Source: an optimization exercise on an open RTL-to-GDS flow (aim: small area, a short achievable clock period and few clock cycles). Production flows keep margins and buffers that such runs may drop. Where RTL was checked, it was by simulation tests only, not by an equivalence proof against the original. No driver is modelled on the clock port, so clock power and skew are understated where the tree is cut down; a real chip needs a root buffer or a tree. Power and IR drop assume default switching activity.

Design S_Axi_Lite, start of the top module:
module S_Axi_Lite #(
    parameter integer P_S_AXI_DATA_WIDTH = 32,
    parameter integer P_S_AXI_ADDR_WIDTH = 4
)
(
    input  wire                                S_AXI_ACLK,
    input  wire                                S_AXI_ARESETN,
    input  wire [P_S_AXI_ADDR_WIDTH-1 : 0]     S_AXI_AWADDR,
    input  wire [2 : 0]                        S_AXI_AWPROT,
    input  wire                                S_AXI_AWVALID,
    output wire                                S_AXI_AWREADY,
    input  wire [P_S_AXI_DATA_WIDTH-1 : 0]     S_AXI_WDATA,
    input  wire [(P_S_AXI_DATA_WIDTH/8)-1 : 0] S_AXI_WSTRB,
    input  wire                                S_AXI_WVALID,
    output wire                                S_AXI_WREADY,
    output wire [1 : 0]                        S_AXI_BRESP,
    output wire                                S_AXI_BVALID,
    input  wire                                S_AXI_BREADY,
    input  wire [P_S_AXI_ADDR_WIDTH-1 : 0]     S_AXI_ARADDR,
    input  wire [2 : 0]                        S_AXI_ARPROT,
    input  wire                                S_AXI_ARVALID,
    output wire                                S_AXI_ARREADY,
    output wire [P_S_AXI_DATA_WIDTH-1 : 0]     S_AXI_RDATA,
    output wire [1 : 0]                        S_AXI_RRESP,
    output wire                                S_AXI_RVALID,
    input  wire                                S_AXI_RREADY
);
localparam integer DW = P_S_AXI_DATA_WIDTH;
reg       wq_v0;
reg [3:0] wq_h0;
reg [1:0] wq_a1;
reg       r_bvalid, b2;
reg       r_awready, r_wready;
reg [3:0] wsel;                            
  ...
==> module S_Axi_Lite, before the edit <==
module S_Axi_Lite #(
    parameter integer P_S_AXI_DATA_WIDTH = 32,
    parameter integer P_S_AXI_ADDR_WIDTH = 4
)
(
    input  wire                                S_AXI_ACLK,
    input  wire                                S_AXI_ARESETN,
    input  wire [P_S_AXI_ADDR_WIDTH-1 : 0]     S_AXI_AWADDR,
    input  wire [2 : 0]                        S_AXI_AWPROT,
    input  wire                                S_AXI_AWVALID,
    output wire                                S_AXI_AWREADY,
    input  wire [P_S_AXI_DATA_WIDTH-1 : 0]     S_AXI_WDATA,
    input  wire [(P_S_AXI_DATA_WIDTH/8)-1 : 0] S_AXI_WSTRB,
    input  wire                                S_AXI_WVALID,
    output wire                                S_AXI_WREADY,
    output wire [1 : 0]                        S_AXI_BRESP,
    output wire                                S_AXI_BVALID,
    input  wire                                S_AXI_BREADY,
    input  wire [P_S_AXI_ADDR_WIDTH-1 : 0]     S_AXI_ARADDR,
    input  wire [2 : 0]                        S_AXI_ARPROT,
    input  wire                                S_AXI_ARVALID,
    output wire                                S_AXI_ARREADY,
    output wire [P_S_AXI_DATA_WIDTH-1 : 0]     S_AXI_RDATA,
    output wire [1 : 0]                        S_AXI_RRESP,
    output wire                                S_AXI_RVALID,
    input  wire                                S_AXI_RREADY
);
localparam integer DW = P_S_AXI_DATA_WIDTH;
reg       wq_v0;
reg [3:0] wq_h0;
reg [1:0] wq_a1;
reg       r_bvalid, b2;
reg       r_awready, r_wready;
reg [3:0] wsel;                            
wire wq_v1 = ~r_awready;
wire aw_hs = S_AXI_AWVALID & r_awready;
wire w_hs  = S_AXI_WVALID  & r_wready;
wire b_hs  = r_bvalid      & S_AXI_BREADY;
wire wq_v0_n = wq_v1 | aw_hs | (wq_v0 & ~w_hs);
wire wq_v1_n = ~w_hs & (wq_v1 | (aw_hs & wq_v0));
wire b1_n    = b2 | w_hs | (r_bvalid & ~b_hs);
wire b2_n    = ~b_hs & (b2 | (r_bvalid & w_hs));
wire wq_ld   = ~wq_v0 | w_hs;              
wire [3:0] wq_h0_n = wq_ld ? (4'b0001 << (wq_v1 ? wq_a1 : S_AXI_AWADDR[1:0])) : wq_h0;
wire       wready_n = wq_v0_n & ~b2_n;
always @(posedge S_AXI_ACLK) begin
    if (~S_AXI_ARESETN) begin
        wq_v0     <= 1'b0;
        r_awready <= 1'b1;
        r_wready  <= 1'b0;
        wsel      <= 4'd0;
        r_bvalid  <= 1'b0;
        b2        <= 1'b0;
    end else begin
        wq_v0     <= wq_v0_n;
        r_awready <= ~wq_v1_n;
        r_wready  <= wready_n;
        wsel      <= {4{wready_n}} & wq_h0_n;
        r_bvalid  <= b1_n;
        b2        <= b2_n;
    end
end
always @(posedge S_AXI_ACLK) begin
    if (r_awready)
        wq_a1 <= S_AXI_AWADDR[1:0];
    wq_h0 <= wq_h0_n;
end
reg [DW-1:0] r_reg0, r_reg1, r_reg2, r_reg3;
reg [3:0]    rv;
wire [3:0] we = {4{S_AXI_WVALID}} & wsel;
wire [3:0] rv_n = {4{S_AXI_ARESETN}} & (rv | we);
always @(posedge S_AXI_ACLK)
    rv <= rv_n;
always @(posedge S_AXI_ACLK) begin
    if (we[0]) r_reg0 <= S_AXI_WDATA;
    if (we[1]) r_reg1 <= S_AXI_WDATA;
    if (we[2]) r_reg2 <= S_AXI_WDATA;
    if (we[3]) r_reg3 <= S_AXI_WDATA;
end
reg       rq_v0;
reg [3:0] rq_h0;
reg [1:0] rq_a1;
reg       r_arready, r_rvalid;
reg [DW-1:0] r_rdata;
wire rq_v1 = ~r_arready;
wire ar_hs = S_AXI_ARVALID & r_arready;
wire r_adv = ~r_rvalid | S_AXI_RREADY;    
wire r_mv  = rq_v0 & r_adv;
wire rq_v0_n = rq_v1 | ar_hs | (rq_v0 & ~r_mv);
wire rq_v1_n = ~r_mv & (rq_v1 | (ar_hs & rq_v0));
wire rq_ld   = ~rq_v0 | r_mv;              
always @(posedge S_AXI_ACLK) begin
    if (~S_AXI_ARESETN) begin
        rq_v0     <= 1'b0;
        r_arready <= 1'b1;
        r_rvalid  <= 1'b0;
    end else begin
        rq_v0     <= rq_v0_n;
        r_arready <= ~rq_v1_n;
        r_rvalid  <= r_mv | ~r_adv;
    end
end
always @(posedge S_AXI_ACLK) begin
    if (r_arready)
        rq_a1 <= S_AXI_ARADDR[1:0];
    rq_h0 <= ({4{rq_ld}} & (4'b0001 << (rq_v1 ? rq_a1 : S_AXI_ARADDR[1:0])) & rv_n) |
             ({4{~rq_ld}} & rq_h0);
end
wire [3:0] rsel = rq_h0;
wire [3:0] rld  = rsel & {4{r_adv}};
wire       rhld = ~r_adv;
always @(posedge S_AXI_ACLK) begin
    r_rdata <= ({DW{rld[0]}} & r_reg0) | ({DW{rld[1]}} & r_reg1) |
               ({DW{rld[2]}} & r_reg2) | ({DW{rld[3]}} & r_reg3) |
               ({DW{rhld}}   & r_rdata);
end
assign S_AXI_AWREADY = r_awready;
assign S_AXI_WREADY  = r_wready;
assign S_AXI_BVALID  = r_bvalid;
assign S_AXI_BRESP   = 2'b00;
assign S_AXI_ARREADY = r_arready;
assign S_AXI_RVALID  = r_rvalid;
assign S_AXI_RDATA   = r_rdata;
assign S_AXI_RRESP   = 2'b00;
endmodule
==> flow/config.mk <==
export PLATFORM = sky130hd
export DESIGN_NAME = S_Axi_Lite
export DESIGN_NICKNAME = S_Axi_Lite
export VERILOG_FILES = /design/flow/design.v
export SDC_FILE = /design/flow/constraint.sdc
export NUM_CORES = 4
export LEC_CHECK = 0
export CAP_MARGIN = 20
export CORE_MARGIN = 2
export CORE_UTILIZATION = 60
export SETUP_SLACK_MARGIN = 2.45
export SLEW_MARGIN = 20
==> flow/constraint.sdc <==
create_clock -name core_clock -period 4.0 [get_ports {S_AXI_ACLK}]
set_input_delay 0.8000 -clock core_clock [delete_from_list [all_inputs] [get_ports {S_AXI_ACLK}]]
set_output_delay 0.8000 -clock core_clock [all_outputs]
set_load 0.01 [all_outputs]
standard.sh (not shown) runs the stock make flow with config.mk's settings and CLKGATE_MAP_FILE= SYNTH_SCRIPT=/design/flow/synth_recipe.tcl, a recipe that flattens the netlist after the stock synthesis.
==> flow/flow/run.sh <==
#!/bin/bash
# Own layout flow: the standard synthesis (standard.sh synth, unchanged),
# then the gates between the registers re-mapped for area (remap.sh; registers
# untouched, equivalence checked), then the standard layout steps with
# minimum-size port buffers and a balanced two-level clock tree: the clock
# port drives four buf_16, each driving two buf_12, each feeding an equal
# share of the registers, split by recursive bisection (mytree.tcl).
set -euo pipefail
W=$PWD
F=$W/flow
R=$W/orfs/results/sky130hd/S_Axi_Lite/base
mkdir -p "$W/remap"
bash standard.sh synth > "$W/synth.log" 2>&1
cp "$R/1_2_yosys.v" "$W/remap/std_synth.v"
bash "$F/remap.sh" "$W/remap/std_synth.v" "$W/remap/remapped.v" "$W/remap" > "$W/remap.log" 2>&1
cp "$W/remap/remapped.v" "$R/1_2_yosys.v"
rm -f "$R/1_synth.odb" "$R/1_synth.sdc"
export BUFFER_PORTS_ARGS="-buffer_cell sky130_fd_sc_hd__buf_1"
export PRE_CTS_TCL="$F/pre_cts.tcl"
bash standard.sh > "$W/layout.log" 2>&1
Other scripts of this flow, unchanged in this note and not shown: flow/flow/mytree.tcl, flow/flow/pre_cts.tcl, flow/flow/remap.sh, flow/flow/scripts.abc
Then changed:
--- a/flow/design.v
+++ b/flow/design.v
@@ -25,72 +25,67 @@
     output wire                                S_AXI_RVALID,
     input  wire                                S_AXI_RREADY
 );
 localparam integer DW = P_S_AXI_DATA_WIDTH;
 reg       wq_v0;
-reg [3:0] wq_h0;
-reg [1:0] wq_a1;
+reg [1:0] wq_a0, wq_a1;
 reg       r_bvalid, b2;
 reg       r_awready, r_wready;
-reg [3:0] wsel;                            
 wire wq_v1 = ~r_awready;
 wire aw_hs = S_AXI_AWVALID & r_awready;
 wire w_hs  = S_AXI_WVALID  & r_wready;
 wire b_hs  = r_bvalid      & S_AXI_BREADY;
 wire wq_v0_n = wq_v1 | aw_hs | (wq_v0 & ~w_hs);
 wire wq_v1_n = ~w_hs & (wq_v1 | (aw_hs & wq_v0));
 wire b1_n    = b2 | w_hs | (r_bvalid & ~b_hs);
 wire b2_n    = ~b_hs & (b2 | (r_bvalid & w_hs));
-wire wq_ld   = ~wq_v0 | w_hs;              
-wire [3:0] wq_h0_n = wq_ld ? (4'b0001 << (wq_v1 ? wq_a1 : S_AXI_AWADDR[1:0])) : wq_h0;
-wire       wready_n = wq_v0_n & ~b2_n;
 always @(posedge S_AXI_ACLK) begin
     if (~S_AXI_ARESETN) begin
         wq_v0     <= 1'b0;
         r_awready <= 1'b1;
         r_wready  <= 1'b0;
-        wsel      <= 4'd0;
         r_bvalid  <= 1'b0;
         b2        <= 1'b0;
     end else begin
         wq_v0     <= wq_v0_n;
         r_awready <= ~wq_v1_n;
-        r_wready  <= wready_n;
-        wsel      <= {4{wready_n}} & wq_h0_n;
+        r_wready  <= wq_v0_n & ~b2_n;
         r_bvalid  <= b1_n;
         b2        <= b2_n;
     end
 end
 always @(posedge S_AXI_ACLK) begin
     if (r_awready)
         wq_a1 <= S_AXI_AWADDR[1:0];
-    wq_h0 <= wq_h0_n;
+    if (~wq_v0 | w_hs)
+        wq_a0 <= wq_v1 ? wq_a1 : S_AXI_AWADDR[1:0];
 end
 reg [DW-1:0] r_reg0, r_reg1, r_reg2, r_reg3;
 reg [3:0]    rv;
-wire [3:0] we = {4{S_AXI_WVALID}} & wsel;
-wire [3:0] rv_n = {4{S_AXI_ARESETN}} & (rv | we);
-always @(posedge S_AXI_ACLK)
-    rv <= rv_n;
+wire [3:0] we = {4{w_hs}} & {wq_a0 == 2'd3, wq_a0 == 2'd2, wq_a0 == 2'd1, wq_a0 == 2'd0};
+always @(posedge S_AXI_ACLK) begin
+    if (~S_AXI_ARESETN)
+        rv <= 4'd0;
+    else
+        rv <= rv | we;
+end
 always @(posedge S_AXI_ACLK) begin
     if (we[0]) r_reg0 <= S_AXI_WDATA;
     if (we[1]) r_reg1 <= S_AXI_WDATA;
     if (we[2]) r_reg2 <= S_AXI_WDATA;
     if (we[3]) r_reg3 <= S_AXI_WDATA;
 end
 reg       rq_v0;
-reg [3:0] rq_h0;
-reg [1:0] rq_a1;
+reg [1:0] rq_a0, rq_a1;
 reg       r_arready, r_rvalid;
 reg [DW-1:0] r_rdata;
 wire rq_v1 = ~r_arready;
 wire ar_hs = S_AXI_ARVALID & r_arready;
 wire r_adv = ~r_rvalid | S_AXI_RREADY;    
 wire r_mv  = rq_v0 & r_adv;
 wire rq_v0_n = rq_v1 | ar_hs | (rq_v0 & ~r_mv);
 wire rq_v1_n = ~r_mv & (rq_v1 | (ar_hs & rq_v0));
-wire rq_ld   = ~rq_v0 | r_mv;              
 always @(posedge S_AXI_ACLK) begin
     if (~S_AXI_ARESETN) begin
         rq_v0     <= 1'b0;
         r_arready <= 1'b1;
         r_rvalid  <= 1'b0;
@@ -101,14 +96,14 @@
     end
 end
 always @(posedge S_AXI_ACLK) begin
     if (r_arready)
         rq_a1 <= S_AXI_ARADDR[1:0];
-    rq_h0 <= ({4{rq_ld}} & (4'b0001 << (rq_v1 ? rq_a1 : S_AXI_ARADDR[1:0])) & rv_n) |
-             ({4{~rq_ld}} & rq_h0);
+    if (~rq_v0 | r_mv)
+        rq_a0 <= rq_v1 ? rq_a1 : S_AXI_ARADDR[1:0];
 end
-wire [3:0] rsel = rq_h0;
+wire [3:0] rsel = rv & {rq_a0 == 2'd3, rq_a0 == 2'd2, rq_a0 == 2'd1, rq_a0 == 2'd0};
 wire [3:0] rld  = rsel & {4{r_adv}};
 wire       rhld = ~r_adv;
 always @(posedge S_AXI_ACLK) begin
     r_rdata <= ({DW{rld[0]}} & r_reg0) | ({DW{rld[1]}} & r_reg1) |
                ({DW{rld[2]}} & r_reg2) | ({DW{rld[3]}} & r_reg3) |
After rerunning: The new run passed the timing, DRC and antenna checks; setup slack is worse by 0.15 ns; critical path depth grows by 6; via count rose by 8.6%; utilization climbs by 12 points; synthesized area goes down by 2.8%; routed wire length is higher by 31%; final area went up by 11%.
Testbench counts after the change, summed over its fixed seeds: cycles 784.
Only the layout flow was run in the first run of this note; the RTL was not checked for function there. In every run of this note, the design's own scripts or RTL, not TritonCTS, make the clock network.

* * *

Another version of the RTL of S_Axi_Lite (not shown whole).
For scale: about 98 I/O pins.
==> module S_Axi_Lite, before the edit <==
module S_Axi_Lite #(
    parameter integer P_S_AXI_DATA_WIDTH = 32,
    parameter integer P_S_AXI_ADDR_WIDTH = 4
)
(
    input  wire                                S_AXI_ACLK,
    input  wire                                S_AXI_ARESETN,
    input  wire [P_S_AXI_ADDR_WIDTH-1 : 0]     S_AXI_AWADDR,
    input  wire [2 : 0]                        S_AXI_AWPROT,
    input  wire                                S_AXI_AWVALID,
    output wire                                S_AXI_AWREADY,
    input  wire [P_S_AXI_DATA_WIDTH-1 : 0]     S_AXI_WDATA,
    input  wire [(P_S_AXI_DATA_WIDTH/8)-1 : 0] S_AXI_WSTRB,
    input  wire                                S_AXI_WVALID,
    output wire                                S_AXI_WREADY,
    output wire [1 : 0]                        S_AXI_BRESP,
    output wire                                S_AXI_BVALID,
    input  wire                                S_AXI_BREADY,
    input  wire [P_S_AXI_ADDR_WIDTH-1 : 0]     S_AXI_ARADDR,
    input  wire [2 : 0]                        S_AXI_ARPROT,
    input  wire                                S_AXI_ARVALID,
    output wire                                S_AXI_ARREADY,
    output wire [P_S_AXI_DATA_WIDTH-1 : 0]     S_AXI_RDATA,
    output wire [1 : 0]                        S_AXI_RRESP,
    output wire                                S_AXI_RVALID,
    input  wire                                S_AXI_RREADY
);
localparam integer DW = P_S_AXI_DATA_WIDTH;
reg       wq_v0;
reg [3:0] wq_h0;
reg [1:0] wq_a1;
reg       r_bvalid, b2;
reg       r_awready, r_wready;
wire wq_v1 = ~r_awready;
wire aw_hs = S_AXI_AWVALID & r_awready;
wire w_hs  = S_AXI_WVALID  & r_wready;
wire b_hs  = r_bvalid      & S_AXI_BREADY;
wire wq_v0_n = wq_v1 | aw_hs | (wq_v0 & ~w_hs);
wire wq_v1_n = ~w_hs & (wq_v1 | (aw_hs & wq_v0));
wire b1_n    = b2 | w_hs | (r_bvalid & ~b_hs);
wire b2_n    = ~b_hs & (b2 | (r_bvalid & w_hs));
wire wq_ld   = ~wq_v0 | w_hs;              
always @(posedge S_AXI_ACLK) begin
    if (~S_AXI_ARESETN) begin
        wq_v0     <= 1'b0;
        r_awready <= 1'b1;
        r_wready  <= 1'b0;
        r_bvalid  <= 1'b0;
        b2        <= 1'b0;
    end else begin
        wq_v0     <= wq_v0_n;
        r_awready <= ~wq_v1_n;
        r_wready  <= wq_v0_n & ~b2_n;
        r_bvalid  <= b1_n;
        b2        <= b2_n;
    end
end
always @(posedge S_AXI_ACLK) begin
    if (r_awready)
        wq_a1 <= S_AXI_AWADDR[1:0];
    wq_h0 <= ({4{wq_ld}} & (4'b0001 << (wq_v1 ? wq_a1 : S_AXI_AWADDR[1:0]))) |
             ({4{~wq_ld}} & wq_h0);
end
reg [DW-1:0] r_reg0, r_reg1, r_reg2, r_reg3;
reg [3:0]    rv;
wire [3:0] we = {4{w_hs}} & wq_h0;
always @(posedge S_AXI_ACLK) begin
    if (~S_AXI_ARESETN)
        rv <= 4'd0;
    else
        rv <= rv | we;
end
always @(posedge S_AXI_ACLK) begin
    if (we[0]) r_reg0 <= S_AXI_WDATA;
    if (we[1]) r_reg1 <= S_AXI_WDATA;
    if (we[2]) r_reg2 <= S_AXI_WDATA;
    if (we[3]) r_reg3 <= S_AXI_WDATA;
end
reg       rq_v0;
reg [3:0] rq_h0;                           
reg [1:0] rq_a1;
reg       r_arready, r_rvalid;
reg [DW-1:0] r_rdata;
wire rq_v1 = ~r_arready;
wire ar_hs = S_AXI_ARVALID & r_arready;
wire r_adv = ~r_rvalid | S_AXI_RREADY;    
wire r_mv  = rq_v0 & r_adv;
wire rq_v0_n = rq_v1 | ar_hs | (rq_v0 & ~r_mv);
wire rq_v1_n = ~r_mv & (rq_v1 | (ar_hs & rq_v0));
wire rq_ld   = ~rq_v0 | r_mv;              
always @(posedge S_AXI_ACLK) begin
    if (~S_AXI_ARESETN) begin
        rq_v0     <= 1'b0;
        r_arready <= 1'b1;
        r_rvalid  <= 1'b0;
    end else begin
        rq_v0     <= rq_v0_n;
        r_arready <= ~rq_v1_n;
        r_rvalid  <= r_mv | ~r_adv;
    end
end
always @(posedge S_AXI_ACLK) begin
    if (r_arready)
        rq_a1 <= S_AXI_ARADDR[1:0];
    rq_h0 <= ({4{rq_ld}} & (4'b0001 << (rq_v1 ? rq_a1 : S_AXI_ARADDR[1:0]))) |
             ({4{~rq_ld}} & rq_h0);
end
wire [3:0] rsel = rv & rq_h0;
wire [3:0] rld  = rsel & {4{r_adv}};
wire       rhld = ~r_adv;
always @(posedge S_AXI_ACLK) begin
    r_rdata <= ({DW{rld[0]}} & r_reg0) | ({DW{rld[1]}} & r_reg1) |
               ({DW{rld[2]}} & r_reg2) | ({DW{rld[3]}} & r_reg3) |
               ({DW{rhld}}   & r_rdata);
end
assign S_AXI_AWREADY = r_awready;
assign S_AXI_WREADY  = r_wready;
assign S_AXI_BVALID  = r_bvalid;
assign S_AXI_BRESP   = 2'b00;
assign S_AXI_ARREADY = r_arready;
assign S_AXI_RVALID  = r_rvalid;
assign S_AXI_RDATA   = r_rdata;
assign S_AXI_RRESP   = 2'b00;
endmodule
export LEC_CHECK = 0
export CAP_MARGIN = 20
export CORE_MARGIN = 2
export CORE_UTILIZATION = 60
export SETUP_SLACK_MARGIN = 2.5
export SLEW_MARGIN = 20
create_clock -name core_clock -period 4.0 [get_ports {S_AXI_ACLK}]
Scripts as last shown in full above: flow/flow/run.sh
Other scripts of this flow, unchanged in this note and not shown: flow/flow/mytree.tcl, flow/flow/pre_cts.tcl, flow/flow/remap.sh, flow/flow/scripts.abc
Testbench counts at the start, summed over its fixed seeds: cycles 784.
Edit:
--- a/flow/design.v
+++ b/flow/design.v
@@ -62,24 +62,21 @@
              ({4{~wq_ld}} & wq_h0);
 end
 reg [DW-1:0] r_reg0, r_reg1, r_reg2, r_reg3;
 reg [3:0]    rv;
 wire [3:0] we = {4{w_hs}} & wq_h0;
-always @(posedge S_AXI_ACLK) begin
-    if (~S_AXI_ARESETN)
-        rv <= 4'd0;
-    else
-        rv <= rv | we;
-end
+wire [3:0] rv_n = {4{S_AXI_ARESETN}} & (rv | we);
+always @(posedge S_AXI_ACLK)
+    rv <= rv_n;
 always @(posedge S_AXI_ACLK) begin
     if (we[0]) r_reg0 <= S_AXI_WDATA;
     if (we[1]) r_reg1 <= S_AXI_WDATA;
     if (we[2]) r_reg2 <= S_AXI_WDATA;
     if (we[3]) r_reg3 <= S_AXI_WDATA;
 end
 reg       rq_v0;
-reg [3:0] rq_h0;                           
+reg [3:0] rq_h0;
 reg [1:0] rq_a1;
 reg       r_arready, r_rvalid;
 reg [DW-1:0] r_rdata;
 wire rq_v1 = ~r_arready;
 wire ar_hs = S_AXI_ARVALID & r_arready;
@@ -100,14 +97,14 @@
     end
 end
 always @(posedge S_AXI_ACLK) begin
     if (r_arready)
         rq_a1 <= S_AXI_ARADDR[1:0];
-    rq_h0 <= ({4{rq_ld}} & (4'b0001 << (rq_v1 ? rq_a1 : S_AXI_ARADDR[1:0]))) |
+    rq_h0 <= ({4{rq_ld}} & (4'b0001 << (rq_v1 ? rq_a1 : S_AXI_ARADDR[1:0])) & rv_n) |
              ({4{~rq_ld}} & rq_h0);
 end
-wire [3:0] rsel = rv & rq_h0;
+wire [3:0] rsel = rq_h0;
 wire [3:0] rld  = rsel & {4{r_adv}};
 wire       rhld = ~r_adv;
 always @(posedge S_AXI_ACLK) begin
     r_rdata <= ({DW{rld[0]}} & r_reg0) | ({DW{rld[1]}} & r_reg1) |
                ({DW{rld[2]}} & r_reg2) | ({DW{rld[3]}} & r_reg3) |
What happened: Sequential power barely changes. Utilization rises by 2.9 points. Design area rises by a few percent. Setup slack got worse by 0.030 ns. Total power rises slightly.
Only the layout flow was run in the second run of this note; the RTL was not checked for function there. No run of this note takes its clock network from TritonCTS; it comes from the design's own scripts or RTL.

-- what the ideal ports hide --
How much do the figures lean on ideal ports? The routed layouts below were timed once more, with nothing changed but the port constraints. Step 1 assumes that a clkbuf_16 drives the clock port and a buf_2 every other input. Step 2 also shifts input and output timing later by t, the mid clock arrival at the registers, as if the neighbouring blocks saw the same clock. a / b / c = ideal / step 1 / step 2; a / b = the first two.
| run | t (ns) | setup slack, ns | slew at the worst register clock pin (ns) |
|---|---|---|---|
| the first run of note 1 | 0.336 | 2.481 / 2.372 / 2.224 | 0.09 / 0.09 |
| the second run of note 1 | 0.338 | 2.334 / 2.311 / 2.055 | 0.09 / 0.09 |
| the first run of note 2 | 0.334 | 2.486 / 2.379 / 2.270 | 0.09 / 0.09 |
| the second run of note 2 | 0.333 | 2.456 / 2.391 / 2.190 | 0.09 / 0.09 |
After both steps every run listed still meets setup and hold. For the second run of note 1, which loses most, drivers alone change the setup slack by -0.023 ns; drivers and shift together by -0.279 ns.
